From an optimization exercise on the open Yosys and OpenROAD flow, aimed at small area; shortcuts taken in it are not production practice. The RTL of this run was laid out without a check of its function. Power and IR drop assume default switching activity.

--- flow/run.sh ---
#!/bin/bash
# synth_recipe.tcl (not shown) runs the flow's synth.tcl, then flattens the netlist and writes it again
# the make line also repeats each setting of config.mk as NAME=value (left out here)
make -C /OpenROAD-flow-scripts/flow DESIGN_CONFIG=/design/flow/config.mk WORK_HOME=/design/flow/orfs CLKGATE_MAP_FILE= SYNTH_SCRIPT=/design/flow/synth_recipe.tcl finish
--- flow/config.mk ---
export PLATFORM = sky130hd
export DESIGN_NAME = cordic
export DESIGN_NICKNAME = cordic
export VERILOG_FILES = /design/flow/design.v
export SDC_FILE = /design/flow/constraint.sdc
export NUM_CORES = 4
export LEC_CHECK = 0
export ABC_AREA = 1
export CAP_MARGIN = 20
export CORE_MARGIN = 2
export CORE_UTILIZATION = 40
export CTS_BUF_LIST = sky130_fd_sc_hd__clkbuf_8
export GPL_TIMING_DRIVEN = 1
export PLACE_DENSITY = 0.6
export SLEW_MARGIN = 20
--- flow/constraint.sdc ---
create_clock -name core_clock -period 5.0 [get_ports {clock}]
set_input_delay 1.0000 -clock core_clock [delete_from_list [all_inputs] [get_ports {clock}]]
set_output_delay 1.0000 -clock core_clock [all_outputs]
set_load 0.01 [all_outputs]
--- flow/design.v ---
`timescale 1ns / 1ps
module addsub #(
    parameter W = 8
) (
    input  [W-1:0] a,
    input  [W-1:0] b,
    input          sub,
    output [W-1:0] s
);
    logic [W:0] c;
    logic [W-1:0] bb;
    assign c[0] = sub;
    assign bb = b ^ {W{sub}};
    genvar i;
    generate
        for (i = 0; i < W; i++) begin : g
            assign s[i] = a[i] ^ bb[i] ^ c[i];
            assign c[i+1] = (a[i] & bb[i]) | (c[i] & (a[i] ^ bb[i]));
        end
    endgenerate
endmodule
module addsmall #(
    parameter W = 12,
    parameter K = 6
) (
    input  [W-1:0] a,
    input  [K-1:0] b,
    input          sub,
    output [W-1:0] s
);
    logic [K:0] c;
    logic [K-1:0] bb;
    logic t;
    assign c[0] = sub;
    assign bb = b ^ {K{sub}};
    assign t = b[K-1] ^ sub;       
    genvar i;
    generate
        for (i = 0; i < K; i++) begin : lo
            assign s[i] = a[i] ^ bb[i] ^ c[i];
            assign c[i+1] = (a[i] & bb[i]) | (c[i] & (a[i] ^ bb[i]));
        end
    endgenerate
    logic [W-K:0] all1, any1;
    assign all1[0] = 1'b1;
    assign any1[0] = 1'b0;
    generate
        for (i = K; i < W; i++) begin : hi
            assign all1[i-K+1] = all1[i-K] & a[i];
            assign any1[i-K+1] = any1[i-K] | a[i];
            assign s[i] = a[i] ^ t ^ (t ? (c[K] | any1[i-K]) : (c[K] & all1[i-K]));
        end
    endgenerate
endmodule
module addfast #(
    parameter W = 12,
    parameter K = 6
) (
    input  [W-1:0] a,
    input  [K-1:0] b,
    input          sub,
    output [W-1:0] s
);
    localparam LG = (K + 1 > 8) ? 4 : (K + 1 > 4) ? 3 : (K + 1 > 2) ? 2 : 1;
    logic [K-1:0] bb, pp, gg;
    logic t;
    assign bb = b ^ {K{sub}};
    assign t = b[K-1] ^ sub;       
    logic [K:0] G [0:LG];
    logic [K:0] P [0:LG];
    assign G[0] = {(a[K-1:0] & bb), sub};
    assign P[0] = {(a[K-1:0] ^ bb), 1'b0};
    genvar l, i;
    generate
        for (l = 0; l < LG; l++) begin : lev
            for (i = 0; i <= K; i++) begin : node
                if (((i >> l) & 1) == 1) begin : comb
                    localparam integer J = ((i >> l) << l) - 1;
                    assign G[l+1][i] = G[l][i] | (P[l][i] & G[l][J]);
                    assign P[l+1][i] = P[l][i] & P[l][J];
                end else begin : pass
                    assign G[l+1][i] = G[l][i];
                    assign P[l+1][i] = P[l][i];
                end
            end
        end
    endgenerate
    logic [K:0] c;
    assign c = G[LG];
    assign s[K-1:0] = (a[K-1:0] ^ bb) ^ c[K-1:0];
    logic [W-K:0] all1, any1;
    assign all1[0] = 1'b1;
    assign any1[0] = 1'b0;
    generate
        for (i = K; i < W; i++) begin : hi
            assign all1[i-K+1] = all1[i-K] & a[i];
            assign any1[i-K+1] = any1[i-K] | a[i];
            assign s[i] = a[i] ^ t ^ (t ? (c[K] | any1[i-K]) : (c[K] & all1[i-K]));
        end
    endgenerate
endmodule
module addfast2 #(
    parameter W = 12,
    parameter K = 6
) (
    input  [W-1:0] a,
    input  [K-1:0] b,
    input          sub,
    output [W-1:0] s
);
    localparam LG = (K + 1 > 8) ? 4 : (K + 1 > 4) ? 3 : (K + 1 > 2) ? 2 : 1;
    localparam U = W - K;
    localparam LU = (U > 8) ? 4 : (U > 4) ? 3 : (U > 2) ? 2 : (U > 1) ? 1 : 0;
    logic [K-1:0] bb;
    logic t;
    assign bb = b ^ {K{sub}};
    assign t = b[K-1] ^ sub;
    logic [K:0] G [0:LG];
    logic [K:0] P [0:LG];
    assign G[0] = {(a[K-1:0] & bb), sub};
    assign P[0] = {(a[K-1:0] ^ bb), 1'b0};
    genvar l, i;
    generate
        for (l = 0; l < LG; l++) begin : lev
            for (i = 0; i <= K; i++) begin : node
                if (((i >> l) & 1) == 1) begin : comb
                    localparam integer J = ((i >> l) << l) - 1;
                    assign G[l+1][i] = G[l][i] | (P[l][i] & G[l][J]);
                    assign P[l+1][i] = P[l][i] & P[l][J];
                end else begin : pass
                    assign G[l+1][i] = G[l][i];
                    assign P[l+1][i] = P[l][i];
                end
            end
        end
    endgenerate
    logic [K:0] c;
    assign c = G[LG];
    assign s[K-1:0] = (a[K-1:0] ^ bb) ^ c[K-1:0];
    logic [U-1:0] O [0:LU];
    logic [U-1:0] Z [0:LU];
    assign O[0] = a[W-1:K];
    assign Z[0] = ~a[W-1:K];
    generate
        for (l = 0; l < LU; l++) begin : ulev
            for (i = 0; i < U; i++) begin : unode
                if (((i >> l) & 1) == 1) begin : comb
                    localparam integer J = ((i >> l) << l) - 1;
                    assign O[l+1][i] = O[l][i] & O[l][J];
                    assign Z[l+1][i] = Z[l][i] & Z[l][J];
                end else begin : pass
                    assign O[l+1][i] = O[l][i];
                    assign Z[l+1][i] = Z[l][i];
                end
            end
        end
    endgenerate
    wire inc = c[K] & ~t;
    wire dec = ~c[K] & t;
    assign s[K] = a[K] ^ inc ^ dec;
    generate
        for (i = 1; i < U; i++) begin : hi
            assign s[K+i] = a[K+i] ^ ((inc & O[LU][i-1]) | (dec & Z[LU][i-1]));
        end
    endgenerate
endmodule
module addfast3 #(
    parameter W = 12,
    parameter K = 6
) (
    input  [W-1:0] a,
    input  [K-1:0] b,
    input          sub,
    output [W-1:0] s
);
    localparam LG = (K + 1 > 8) ? 4 : (K + 1 > 4) ? 3 : (K + 1 > 2) ? 2 : 1;
    localparam U = W - K;
    localparam LU = (U > 8) ? 4 : (U > 4) ? 3 : (U > 2) ? 2 : (U > 1) ? 1 : 0;
    logic [K-1:0] bb;
    logic t;
    assign bb = b ^ {K{sub}};
    assign t = b[K-1] ^ sub;
    logic [K:0] G [0:LG];
    logic [K:0] P [0:LG];
    assign G[0] = {(a[K-1:0] & bb), sub};
    assign P[0] = {(a[K-1:0] ^ bb), 1'b0};
    genvar l, i;
    generate
        for (l = 0; l < LG; l++) begin : lev
            for (i = 0; i <= K; i++) begin : node
                if (((i >> l) & 1) == 1) begin : comb
                    localparam integer J = ((i >> l) << l) - 1;
                    assign G[l+1][i] = G[l][i] | (P[l][i] & G[l][J]);
                    assign P[l+1][i] = P[l][i] & P[l][J];
                end else begin : pass
                    assign G[l+1][i] = G[l][i];
                    assign P[l+1][i] = P[l][i];
                end
            end
        end
    endgenerate
    logic [K:0] c;
    assign c = G[LG];
    assign s[K-1:0] = (a[K-1:0] ^ bb) ^ c[K-1:0];
    logic [U-1:0] O [0:LU];
    assign O[0] = a[W-1:K] ^ {U{t}};
    generate
        for (l = 0; l < LU; l++) begin : ulev
            for (i = 0; i < U; i++) begin : unode
                if (((i >> l) & 1) == 1) begin : comb
                    localparam integer J = ((i >> l) << l) - 1;
                    assign O[l+1][i] = O[l][i] & O[l][J];
                end else begin : pass
                    assign O[l+1][i] = O[l][i];
                end
            end
        end
    endgenerate
    wire inc = c[K] ^ t;
    assign s[K] = a[K] ^ inc;
    generate
        for (i = 1; i < U; i++) begin : hi
            assign s[K+i] = a[K+i] ^ (inc & O[LU][i-1]);
        end
    endgenerate
endmodule
`timescale 1ns / 1ps
module phase_controller (
    input clock,
    input reset,
    output [3:0] code,
    output [7:0] w,
    output [1:0] quadrant
);
    logic [3:0] cd;
    logic [7:0] wr;
    logic [5:0] c;
    logic e, r;
    logic [1:0] q;
    wire pre = (cd == 4'd0);
    wire endq = (cd == 4'd14) && (wr == 8'h1d || wr == 8'h1e);
    logic [7:0] up1, up2;           
    logic [7:0] upw, upw1;          
    assign up1 = ({8{cd == 0}} & 8'he)
            | ({8{cd == 1}} & 8'h7e)
            | ({8{cd == 2}} & 8'h7e)
            | ({8{cd == 3}} & 8'h76)
            | ({8{cd == 4}} & 8'h7f)
            | ({8{cd == 5}} & 8'h7e)
            | ({8{cd == 6}} & 8'h7f)
            | ({8{cd == 7}} & 8'h40)
            | ({8{cd == 8}} & 8'h7f)
            | ({8{cd == 9}} & 8'h7e)
            | ({8{cd == 10}} & 8'h7e)
            | ({8{cd == 11}} & 8'h76)
            | ({8{cd == 12}} & 8'h7f)
            | ({8{cd == 13}} & 8'h7e);
    assign up2 = ({8{cd == 0}} & 8'hd)
            | ({8{cd == 1}} & 8'h7d)
            | ({8{cd == 2}} & 8'h7d)
            | ({8{cd == 3}} & 8'h75)
            | ({8{cd == 4}} & 8'h7e)
            | ({8{cd == 5}} & 8'h7d)
            | ({8{cd == 6}} & 8'h7e)
            | ({8{cd == 7}} & 8'h3f)
            | ({8{cd == 8}} & 8'h7e)
            | ({8{cd == 9}} & 8'h7d)
            | ({8{cd == 10}} & 8'h7d)
            | ({8{cd == 11}} & 8'h75)
            | ({8{cd == 12}} & 8'h7e)
            | ({8{cd == 13}} & 8'h7d);
    assign upw[0] = (~cd[1] & ~cd[3]) | (cd[0] & ~cd[1]) | (cd[0] & cd[2]) | (~cd[1] & cd[2]);
    assign upw[1] = (cd[0] & cd[1] & cd[2]);
    assign upw[2] = (cd[0] & cd[1] & cd[2]);
    assign upw[3] = (cd[0] & cd[1]);
    assign upw[4] = (cd[0] & cd[1] & cd[2]);
    assign upw[5] = (~cd[0] & ~cd[1] & ~cd[2] & ~cd[3]) | (cd[0] & cd[1] & cd[2]);
    assign upw[6] = (~cd[0] & ~cd[1] & ~cd[2] & ~cd[3]);
    assign upw[7] = 1'b1;
    assign upw1[0] = (cd[1] & ~cd[2]) | (~cd[0] & ~cd[2] & cd[3]) | (~cd[0] & cd[1]);
    assign upw1[1] = (~cd[1] & ~cd[3]) | (cd[0] & ~cd[1]) | (~cd[1] & cd[2]);
    assign upw1[2] = 1'b0;
    assign upw1[3] = (cd[0] & cd[1] & ~cd[2]);
    assign upw1[4] = 1'b0;
    assign upw1[5] = (~cd[0] & ~cd[1] & ~cd[2] & ~cd[3]);
    assign upw1[6] = (~cd[0] & ~cd[1] & ~cd[2] & ~cd[3]) | (cd[0] & cd[1] & cd[2]);
    assign upw1[7] = 1'b1;
    wire hit1 = ((wr == 8'h0e) && (cd == 4'd0))
        || ((wr == 8'h40) && (cd == 4'd7))
        || ((wr == 8'h76) && (cd == 4'd3 || cd == 4'd11))
        || ((wr == 8'h7e) && (cd == 4'd1 || cd == 4'd2 || cd == 4'd5 || cd == 4'd9 || cd == 4'd10 || cd == 4'd13))
        || ((wr == 8'h7f) && (cd == 4'd4 || cd == 4'd6 || cd == 4'd8 || cd == 4'd12));
    wire hit2 = ((wr == 8'h0d) && (cd == 4'd0))
        || ((wr == 8'h3f) && (cd == 4'd7))
        || ((wr == 8'h75) && (cd == 4'd3 || cd == 4'd11))
        || ((wr == 8'h7d) && (cd == 4'd1 || cd == 4'd2 || cd == 4'd5 || cd == 4'd9 || cd == 4'd10 || cd == 4'd13))
        || ((wr == 8'h7e) && (cd == 4'd4 || cd == 4'd6 || cd == 4'd8 || cd == 4'd12));
    wire xing = (cd != 4'd14) && (hit1 || (e && hit2));
    wire over = e && hit1;             
    logic [7:0] w_step;
    wire g1 = e | wr[0];
    assign w_step[0] = wr[0] ^ ~e;
    assign w_step[1] = wr[1] ^ g1;
    genvar k;
    generate
        for (k = 2; k < 8; k++) begin : ws
            assign w_step[k] = wr[k] ^ (g1 & (&wr[k-1:1]));
        end
    endgenerate
    logic [5:0] c_next;
    wire c_big = (c >= 6'd25);
    addsub #(.W(6)) uc (.a(c), .b(c_big ? 6'd11 : 6'd14), .sub(c_big), .s(c_next));
    always_ff @(posedge clock) begin
        if (reset || pre) begin
            c <= '0;
            e <= 1'b0;
            r <= 1'b0;
        end
        else begin
            r <= endq;
            if (r)
                c <= '0;
            else begin
                c <= c_next;
                e <= c_big;
            end
        end
    end
    always_ff @(posedge clock) begin
        if (reset) begin
            q <= 2'd0;
            cd <= 4'd0;
            wr <= 8'd0;
        end
        else if (endq) begin
            q <= q + 2'd1;
            cd <= 4'd1;
            wr <= 8'he1;
        end
        else if (xing) begin
            cd <= cd + 4'd1;
            wr <= over ? upw1 : upw;
        end
        else
            wr <= w_step;
    end
    assign code = cd;
    assign w = wr;
    assign quadrant = q;
endmodule
`timescale 1ns / 1ps
module cordic (
    input clock,
    input reset,
    output signed [12:0] sine,
    output signed [12:0] cosine
);
    logic [3:0] code;
    logic [7:0] w;
    logic [1:0] q;
    phase_controller pc (.clock(clock), .reset(reset), .code(code), .w(w), .quadrant(q));
    wire [9:0] dirs_ac = {code, ~w[7], w[6:2]};
    wire tie1 = q[0] && (code == 4'd12) && (w == 8'h88);
    wire tie2 = q[0] && (code == 4'd4) && (w == 8'h88);
    wire [9:0] dirs_a = tie1 ? 10'b0100000010 : tie2 ? 10'b1100000010 : dirs_ac ^ {10{q[0]}};
    logic [10:0] x8, y8;
    wire [6:0] ts = dirs_a[9:3];
    wire sw = ts[6];
    wire [5:0] tj = ts[5:0] ^ {6{sw}};
    logic [10:0] ta, tb;
    assign ta[0] = (~tj[2] & tj[4] & ~tj[5]) | (~tj[2] & ~tj[3] & ~tj[4]) | (tj[1] & tj[2] & tj[3] & ~tj[4]) | (tj[2] & ~tj[3] & tj[4] & tj[5]) | (~tj[1] & ~tj[2] & ~tj[3]) | (~tj[1] & ~tj[4] & ~tj[5]);
    assign ta[1] = (tj[0] & ~tj[1] & ~tj[2] & ~tj[5]) | (tj[1] & tj[2] & ~tj[5]) | (~tj[0] & tj[1] & ~tj[5]) | (tj[0] & ~tj[3] & ~tj[4]) | (tj[2] & ~tj[3] & ~tj[4]) | (~tj[0] & ~tj[2] & tj[3] & ~tj[4]) | (tj[0] & ~tj[1] & tj[2] & ~tj[4] & tj[5]) | (~tj[0] & tj[1] & ~tj[3] & tj[4]) | (tj[0] & ~tj[1] & tj[2] & ~tj[3] & tj[5]) | (~tj[0] & ~tj[1] & tj[3] & tj[4] & tj[5]) | (tj[1] & ~tj[4] & ~tj[5]) | (~tj[0] & tj[1] & tj[2] & tj[4]) | (~tj[1] & ~tj[2] & tj[3] & tj[4] & tj[5]);
    assign ta[2] = (tj[0] & ~tj[1] & tj[2] & ~tj[5]) | (tj[0] & tj[1] & ~tj[2] & ~tj[5]) | (~tj[1] & tj[2] & tj[3] & ~tj[5]) | (tj[0] & ~tj[1] & ~tj[2] & ~tj[4]) | (tj[1] & tj[2] & tj[4] & tj[5]) | (~tj[0] & tj[2] & ~tj[3] & tj[5]) | (~tj[0] & tj[1] & ~tj[2] & ~tj[4]) | (~tj[0] & tj[1] & ~tj[3] & ~tj[5]) | (~tj[1] & ~tj[2] & ~tj[3] & tj[4] & tj[5]) | (~tj[0] & ~tj[2] & tj[3] & tj[4] & tj[5]) | (~tj[0] & ~tj[2] & ~tj[3] & ~tj[5]) | (tj[0] & ~tj[1] & tj[2] & tj[3] & tj[4]);
    assign ta[3] = (tj[1] & ~tj[3] & ~tj[5]) | (tj[0] & tj[3] & ~tj[5]) | (~tj[0] & tj[1] & ~tj[3] & ~tj[4]) | (tj[0] & tj[1] & tj[3] & ~tj[4]) | (tj[2] & tj[3] & ~tj[4]) | (~tj[0] & tj[2] & tj[3] & tj[5]) | (~tj[1] & ~tj[2] & tj[3] & tj[4] & tj[5]) | (~tj[0] & ~tj[1] & tj[2] & ~tj[3] & tj[4]) | (tj[0] & ~tj[1] & tj[2] & ~tj[3] & tj[5]);
    assign ta[4] = (~tj[4] & ~tj[5]) | (~tj[1] & ~tj[2] & ~tj[3] & ~tj[5]) | (tj[1] & tj[2] & ~tj[3] & ~tj[5]) | (tj[0] & tj[1] & tj[3] & ~tj[5]) | (tj[1] & ~tj[2] & ~tj[3] & ~tj[4]) | (~tj[0] & tj[3] & ~tj[4]) | (~tj[0] & ~tj[2] & tj[5]) | (~tj[0] & ~tj[1] & tj[3] & ~tj[5]) | (tj[0] & tj[2] & tj[4] & tj[5]) | (~tj[0] & tj[1] & tj[3] & tj[5]) | (tj[0] & ~tj[1] & tj[2] & ~tj[3] & tj[5]);
    assign ta[5] = (~tj[4] & ~tj[5]) | (~tj[2] & ~tj[3] & ~tj[5]) | (~tj[0] & tj[2] & tj[3] & ~tj[5]) | (tj[1] & ~tj[2] & ~tj[3] & ~tj[4]) | (~tj[1] & tj[3] & ~tj[4]) | (~tj[1] & ~tj[2] & ~tj[3] & tj[4]) | (tj[0] & tj[1] & tj[2] & tj[4] & tj[5]) | (tj[1] & ~tj[2] & tj[3] & tj[4] & tj[5]) | (~tj[1] & tj[2] & ~tj[5]) | (~tj[0] & ~tj[1] & tj[2] & ~tj[3]) | (tj[0] & tj[1] & ~tj[2] & ~tj[5]) | (tj[0] & ~tj[1] & tj[2] & tj[3]);
    assign ta[6] = (~tj[4] & ~tj[5]) | (~tj[3] & ~tj[5]) | (~tj[1] & ~tj[2] & ~tj[5]) | (tj[1] & ~tj[3] & ~tj[4]) | (tj[2] & ~tj[4]) | (~tj[1] & tj[2] & ~tj[3]) | (~tj[0] & tj[2] & ~tj[3]) | (~tj[0] & ~tj[1] & tj[2] & tj[5]) | (tj[1] & ~tj[2] & tj[3] & tj[4] & tj[5]) | (~tj[0] & ~tj[2] & ~tj[5]);
    assign ta[7] = (~tj[5]) | (~tj[1] & ~tj[2] & ~tj[3]) | (tj[2] & tj[3]) | (tj[1] & ~tj[2] & tj[4]);
    assign ta[8] = (~tj[5]) | (~tj[3] & ~tj[4]) | (~tj[2] & ~tj[4]) | (tj[2] & tj[3] & tj[4]) | (tj[1] & ~tj[2] & tj[3]);
    assign ta[9] = (~tj[5]) | (~tj[4]) | (~tj[3]) | (~tj[1] & ~tj[2]);
    assign ta[10] = 1'b1;
    assign tb[0] = (tj[2] & tj[3] & tj[4] & ~tj[5]) | (tj[3] & ~tj[4] & tj[5]) | (~tj[3] & tj[4] & tj[5]) | (tj[1] & ~tj[2] & tj[5]);
    assign tb[1] = (~tj[0] & ~tj[1] & ~tj[2] & ~tj[5]) | (tj[0] & ~tj[1] & tj[2] & ~tj[5]) | (~tj[0] & tj[1] & tj[2] & ~tj[3]) | (tj[0] & ~tj[1] & tj[2] & tj[3]) | (~tj[0] & tj[1] & tj[2] & ~tj[4]) | (tj[0] & tj[1] & ~tj[2] & tj[4]) | (tj[0] & ~tj[2] & tj[4] & tj[5]) | (tj[1] & tj[2] & ~tj[3] & tj[5]) | (~tj[2] & ~tj[4] & ~tj[5]) | (tj[0] & tj[1] & tj[3] & tj[4]) | (~tj[1] & ~tj[2] & tj[3] & tj[4] & tj[5]) | (tj[0] & ~tj[1] & ~tj[2] & ~tj[3] & tj[5]);
    assign tb[2] = (tj[1] & ~tj[4] & ~tj[5]) | (~tj[1] & ~tj[2] & ~tj[3] & ~tj[5]) | (tj[0] & tj[1] & tj[3] & ~tj[5]) | (tj[0] & ~tj[1] & ~tj[3] & ~tj[4]) | (tj[0] & tj[2] & ~tj[4]) | (tj[1] & ~tj[2] & ~tj[3] & tj[4] & tj[5]) | (~tj[1] & ~tj[2] & tj[3] & tj[4] & tj[5]) | (~tj[0] & ~tj[1] & tj[3] & tj[5]) | (~tj[0] & tj[1] & ~tj[2] & tj[5]) | (~tj[0] & ~tj[1] & tj[2] & tj[4] & ~tj[5]) | (~tj[0] & tj[1] & ~tj[2] & ~tj[3]);
    assign tb[3] = (tj[0] & ~tj[4] & ~tj[5]) | (tj[1] & ~tj[4] & ~tj[5]) | (~tj[3] & ~tj[5]) | (~tj[0] & ~tj[2] & ~tj[5]) | (tj[0] & tj[1] & tj[2]) | (~tj[0] & ~tj[2] & ~tj[3] & tj[4]) | (tj[0] & tj[3] & tj[4] & tj[5]) | (tj[1] & ~tj[2] & ~tj[3] & ~tj[4]) | (tj[0] & ~tj[1] & ~tj[2] & tj[3]) | (~tj[0] & ~tj[1] & tj[3] & ~tj[4] & tj[5]) | (tj[0] & ~tj[2] & ~tj[3] & ~tj[4]) | (tj[0] & tj[2] & ~tj[3] & tj[4]) | (~tj[0] & ~tj[1] & tj[2] & ~tj[3] & ~tj[4]);
    assign tb[4] = (~tj[0] & ~tj[1] & ~tj[4] & ~tj[5]) | (tj[0] & ~tj[1] & tj[4] & tj[5]) | (~tj[0] & tj[1] & tj[2] & tj[4] & tj[5]) | (tj[0] & tj[1] & tj[2] & tj[3] & tj[4]) | (~tj[2] & tj[3] & ~tj[4] & tj[5]) | (tj[0] & tj[1] & tj[2] & ~tj[4] & tj[5]) | (~tj[0] & ~tj[1] & ~tj[2] & ~tj[3] & tj[5]) | (~tj[0] & tj[1] & ~tj[2] & tj[3] & tj[5]);
    assign tb[5] = (~tj[0] & ~tj[5]) | (tj[0] & ~tj[1] & ~tj[3] & ~tj[4]) | (~tj[0] & tj[3] & ~tj[4]) | (tj[1] & tj[2] & tj[3] & tj[5]) | (~tj[0] & tj[1] & tj[2] & tj[4]) | (tj[1] & tj[2] & tj[3] & tj[4]) | (tj[0] & ~tj[2] & tj[4] & tj[5]) | (tj[0] & ~tj[2] & ~tj[3] & ~tj[4]) | (~tj[0] & ~tj[1] & ~tj[2] & tj[3]);
    assign tb[6] = (tj[0] & ~tj[1] & ~tj[5]) | (~tj[0] & tj[1] & ~tj[5]) | (tj[1] & ~tj[3] & ~tj[4]) | (~tj[0] & ~tj[1] & tj[3] & ~tj[4] & tj[5]) | (~tj[1] & ~tj[3] & tj[4] & tj[5]) | (tj[1] & ~tj[2] & tj[3] & tj[4] & tj[5]) | (~tj[0] & tj[1] & tj[2] & ~tj[3]) | (tj[0] & tj[1] & tj[2] & tj[3] & tj[4]) | (tj[0] & tj[1] & ~tj[2] & ~tj[4] & tj[5]);
    assign tb[7] = (tj[0] & tj[1] & tj[2] & ~tj[4] & ~tj[5]) | (~tj[1] & ~tj[2] & ~tj[5]) | (tj[0] & tj[1] & tj[2] & ~tj[3] & ~tj[5]) | (~tj[2] & ~tj[3] & ~tj[4]) | (~tj[0] & ~tj[1] & tj[2] & tj[3] & tj[5]) | (tj[1] & ~tj[2] & ~tj[3] & tj[5]) | (~tj[1] & tj[2] & tj[4] & tj[5]) | (~tj[0] & ~tj[2] & ~tj[5]) | (tj[0] & ~tj[2] & ~tj[4] & tj[5]) | (~tj[0] & tj[2] & tj[4] & tj[5]) | (tj[1] & ~tj[2] & ~tj[4] & tj[5]);
    assign tb[8] = (tj[0] & tj[1] & ~tj[3] & ~tj[5]) | (tj[2] & ~tj[3] & ~tj[5]) | (~tj[1] & ~tj[2] & tj[3]) | (tj[2] & ~tj[3] & ~tj[4]) | (~tj[0] & ~tj[2] & tj[3]) | (~tj[2] & tj[3] & tj[5]) | (tj[3] & tj[4] & tj[5]) | (~tj[0] & ~tj[1] & tj[3] & tj[5]) | (tj[0] & tj[1] & tj[2] & ~tj[3]);
    assign tb[9] = (tj[0] & tj[1] & tj[3] & tj[4] & ~tj[5]) | (~tj[3] & ~tj[4]) | (~tj[2] & ~tj[4] & tj[5]) | (tj[2] & tj[3] & tj[4] & ~tj[5]) | (~tj[0] & ~tj[1] & ~tj[4] & tj[5]);
    assign tb[10] = (tj[0] & tj[2] & tj[3] & tj[5]) | (tj[1] & tj[2] & tj[3] & tj[5]) | (tj[4] & tj[5]);
    assign x8 = sw ? tb : ta;
    assign y8 = sw ? ta : tb;
    logic [9:0] dirs_r1;
    logic [1:0] q_r1;
    logic [10:0] x_r1;
    logic [10:0] y_r1;
    always_ff @(posedge clock) begin
        dirs_r1 <= dirs_a;
        q_r1 <= q;
        x_r1 <= x8;
        y_r1 <= y8;
    end
    logic [10:0] x9, y9;
    addfast2 #(.W(11), .K(4)) ux9 (.a(11'(x_r1)), .b(4'(y_r1 >> 8)), .sub(dirs_r1[2]), .s(x9));
    addfast2 #(.W(11), .K(4)) uy9 (.a(11'(y_r1)), .b(4'(x_r1 >> 8)), .sub(~dirs_r1[2]), .s(y9));
    logic [10:0] x10, y10;
    addsmall #(.W(11), .K(3)) ux10 (.a(11'(x9)), .b(3'(y9 >> 9)), .sub(dirs_r1[1]), .s(x10));
    addsmall #(.W(11), .K(3)) uy10 (.a(11'(y9)), .b(3'(x9 >> 9)), .sub(~dirs_r1[1]), .s(y10));
    logic [9:0] dirs_r2;
    logic [1:0] q_r2;
    logic [10:0] x_r2;
    logic [10:0] y_r2;
    always_ff @(posedge clock) begin
        dirs_r2 <= dirs_r1;
        q_r2 <= q_r1;
        x_r2 <= x10;
        y_r2 <= y10;
    end
    wire mx = q_r2[0] ^ q_r2[1];
    wire my = q_r2[1];
    wire bx = y_r2[10];
    wire by = x_r2[10];
    logic signed [2:0] ax, ay;
    assign ax = mx ? (dirs_r2[0] ? 3'd1 + {2'b00, bx} : 3'd1 - {2'b00, bx}) : (dirs_r2[0] ? 3'd0 - {2'b00, bx} : {2'b00, bx});
    assign ay = my ? (dirs_r2[0] ? 3'd1 - {2'b00, by} : 3'd1 + {2'b00, by}) : (dirs_r2[0] ? {2'b00, by} : 3'd0 - {2'b00, by});
    logic [10:0] rx, ry;
    addfast2 #(.W(11), .K(3)) ux11 (.a(x_r2 ^ {11{mx}}), .b(ax), .sub(1'b0), .s(rx));
    addfast2 #(.W(11), .K(3)) uy11 (.a(y_r2 ^ {11{my}}), .b(ay), .sub(1'b0), .s(ry));
    assign cosine = {1'b0, ~mx, rx};
    assign sine = {1'b0, ~my, ry};
endmodule
==> summary.txt <==
Setup path
  – Crit path max fanout: 13
  – Flop-to-flop setup slack: 0.52 ns
  – Setup CP Type: flop to output pin
  – RR Endpoint: y_r2[5]
  – RR Startpoint: dirs_r1[2]
  – CP Launch Point: q_r2[1]
  – Worst EP required: 4.00 ns
  – R2R cell count: 24
  – Arrival time worst endpoint: 3.56 ns
  – CP Capture Type: output pin
  – Startpoint Class: flop

STA
  – Final Setup Violations: 0
  – Tmin final: 4.56 ns
  – RSZ-0062 raised after global routing: no
  – Final period util: 0.912
  – Worst slew pin tran: 0.788 ns
  – Skew final: 0.0127 ns
  – Count of pins over their slew limit: 0
  – Sum Neg Setup Slack: 0 ns
  – Max Clock Freq: 219 MHz
  – Slew margin rel.: 0.474
  – Final hold vios: 0

Pwr
  – Leakage power: 0.00358 uW
  – Net Sw Power: 253 uW
  – Reg power frac: 0.518
  – Clock power share: 0.430
  – Cell-internal power: 902 uW
  – Sw Share: 0.219
  – Total power: 1150 uW
  – Maximum vdd drop: 0.102 mV
  – Part of the power in combinational logic: 0.051
  – Power Density: 164 mW/mm2

Route
  – Wirelength per Cell: 12.2 um
  – Final wirelength: 15.3 mm
  – Vias post-DR: 6185
  – Via density per instance: 4.93
  – ANT nets after route: 0
  – Residual DRC: 0
  – Drt first-iter violations: 392
  – Pre-antenna DRT Iters: 5

Floorplanning
  – Row count: 46
  – IO Count: 28
  – Core Footprint: 0.0158 mm2
  – Die ar.: 0.0171 mm2
  – Initial core utilization: 0.408
  – Die X-Extent: 131 um
  – Height of the die: 131 um

Yosys
  – Seq/Total Area, Yosys: 0.230
  – Synth cell types: 44
  – Cell Area, Synth: 0.00643 mm2
  – Flops & latches, synth: 74
  – Syn avg cell area: 6.27 um2
  – Synth warnings: 12
  – Synth Instances: 1025

CTS
  – Total clock sinks: 74
  – Max H-tree Level: 3
  – Clock Tree Root: clkbuf_8
  – Clock slew at reported path FFs: 0.08 ns
  – CTS tree: built
  – Worst-case clock buffer depth: 2
  – Num CTS Buffers: 9
  – Post-cts hold buffer count: 0
  – Worst-skew pair later-pin latency: 0.35 ns

Finish
  – Layout cells sized above 1: 0.0549
  – Register area: 0.00149 mm2
  – # fillers: 1739
  – Multi-input logic area: 0.00427 mm2
  – Non-filler cells, final: 1254
  – Area Overhead vs Synth: 9.32%
  – Diodes inserted: 0
  – NumNets Final: 1068

Global route
  – Initial antenna violation count: 0
  – First-pass GRT wire length: 25.9 mm
  – Vias in the first global route: 5633
  – GRT Total Usage: 0.187
  – Grt ovf: 0
  – Largest net degree at the start of global routing: 35

Place
  – Placed insts: 1236
  – Final HPWL DP: 11.9 mm
  – PortBufs: 25
  – Routability cong.: 0.952

Hold path
  – Hold path depth: 0
  – Hold EP: dirs_r2
  – Hold Crit Start: dirs_r1[0]
  – Worst Hold Class: flop to flop

Job
  – Max-Cap Viols: 0

Outcome
  – Outcome: timing/DRC/antenna clean
[cells by family (layout without fill, tap and decap cells)]
logic type,Yosys count,after routing,share of synthesized area
and+or+nand+nor,542,542,0.356
xor gates and xnor gates,89,89,0.124
adders and majority gates,33,33,0.0794
DFF,74,74,0.230
AOI/OAI and AO/OA,120,120,0.101
other,1,2,0.000583
buffers and inverters,166,178,0.109
[repair_timing]
| action | in CTS | in global routing |
|---|---|---|
| gates resized for setup | 0 | 5 |
| endpoints found under the setup margin | 0 | 12 |
| buffers inserted | 0 | 2 |
[per-stage QoR]
step	instance area (um2)	setup slack, ns	hold WS, ns	utilization
3_5_place_dp	6770	0.241	0.315	0.429
5_1_grt	7030	0.0129	0.334	0.446
2_1_floorplan	6430	0.606	0.310	-
3_3_place_gp	6770	0.337	0.311	0.429
6_report	7030	0.438	0.328	0.446
4_1_cts	6990	0.198	0.331	0.443
[layout make-up]
| class | count | area share |
|---|---|---|
| clock buffer | 9 | 0.0176 |
| multi-input combinational | 786 | 0.608 |
| tap | 216 | 0.0385 |
| timing repair buffer | 30 | 0.0409 |
| clock inverter | 7 | 0.0134 |
| sequential | 74 | 0.211 |
| inverter | 132 | 0.0705 |
[metal layers]
layer  up-vias  track usage  part of all wire
li1       3233            -                 -
met1      2773        0.247              0.47
met2       163        0.308              0.45
met3        16       0.0354             0.062
met4         0       0.0645             0.016
met5         -            0                 0
[power groups by stage]
stage / Combinational [uW] / Clock, uW / Sequential (uW)
2_1_floorplan: 40.2 / 0 / 610
3_3_place_gp: 58.9 / 0 / 613
3_5_place_dp: 60.0 / 0 / 613
4_1_cts: 60.1 / 512 / 599
5_1_grt: 68.8 / 534 / 599
6_report: 59.3 / 497 / 598
[critical path, stage by stage, from the launching register on]
cell             delay (ns)
dfxtp_1                0.45
xnor2_4                0.52
xor2_1                 0.34
inv_1                  0.08
ha_1                   0.29
nand3_1                0.08
nand2_1                0.08
nor2_1                 0.16
nand3b_1               0.15
nor2_1                 0.14
nand2_1                0.08
o21ai_1                0.16
xnor2_1                0.14
clkdlybuf4s50_1        0.55
[worst max path at each step]
stage / to / slack [ns] / cells after the start
6_report: cosine[9] / 0.44 / 13
5_1_grt: y_r2[5] / 0.01 / 24
4_1_cts: cosine[10] / 0.20 / 13
3_5_place_dp: x_r2[10] / 0.24 / 25
3_3_place_gp: x_r2[10] / 0.34 / 25
2_1_floorplan: y_r2[5] / 0.61 / 25
[sequential cells by signal (all words and copies together) (netlist names)]
| register | flops |
|---|---|
| y_r2 | 11 |
| dirs_r1 | 3 |
| y_r1 | 11 |
| pc.r | 1 |
| pc.q | 2 |
| pc.e | 1 |
| q_r2 | 2 |
| dirs_r2 | 1 |
| pc.c | 6 |
| x_r1 | 11 |
| pc.wr | 8 |
| pc.cd | 4 |
| q_r1 | 2 |
| x_r2 | 11 |
[layout by cell type, fill, tap and decap left out, types with 4 or more instances in the layout]
cell | synthesis | routed
a31oi_1 | 6 | 6
buf_4 | 7 | 5
fa_1 | 13 | 13
xnor2_1 | 27 | 26
nand4_1 | 10 | 10
clkbuf_8 | 0 | 9
nor2_1 | 121 | 120
dfxtp_1 | 74 | 73
inv_2 | 7 | 7
a22oi_1 | 4 | 4
o22ai_1 | 4 | 4
xor2_1 | 60 | 60
nand2_2 | 13 | 13
nor3_1 | 13 | 13
nand2_1 | 288 | 288
o21ai_0 | 60 | 60
ha_1 | 20 | 20
inv_1 | 124 | 124
a21oi_1 | 29 | 29
nand3_1 | 79 | 79
clkdlybuf4s50_1 | 0 | 25
o21ai_1 | 7 | 7
[synthesized netlist by cell type (all sizes together)]
master  count  area share
o211ai      3      0.0035
nor4        1     0.00097
fa         13       0.040
ha         20       0.039
nor2      125       0.076
conb        1     0.00058
xor2       61       0.084
nand4      10      0.0097
o21ai      68       0.054
o22ai       4      0.0039
a22oi       4      0.0047
nand2     304        0.19
clkbuf      4      0.0023
a21o        2      0.0023
clkinv      1     0.00058
a221oi      1      0.0014
a21oi      29       0.023
nand3b      3      0.0035
or2         3      0.0029
inv       131       0.076
xnor2      28       0.039
o21a        1      0.0012
o31ai       2      0.0023
buf        30       0.030
nand3      80       0.063
dfxtp      74        0.23
nor3       13       0.010
and3        1     0.00097
nor3b       2      0.0023
a31oi       6      0.0058

[separate check: timing with driven ports]
Ports are ideal in the flow. The routed layout listed here was re-timed in OpenROAD. Step 1, drivers: a clkbuf_16 drives clock and a buf_2 each remaining input, both assumed. Step 2, shift: input delay + t, output delay - t, t = (earliest + latest rising clock arrival at the registers) / 2. This alone moves slack from input paths to output paths. a / b / c = no drivers / after step 1 / after step 2; a / b = the first two.
t (ns): 0.378
setup WS [ns]: 0.438 / 0.401 / 0.515
worst data-port slew with drivers (ns): 0.03
After both steps setup and hold are still met in this run. The setup slack of this run moves by -0.037 ns with the drivers and by +0.077 ns with both steps.
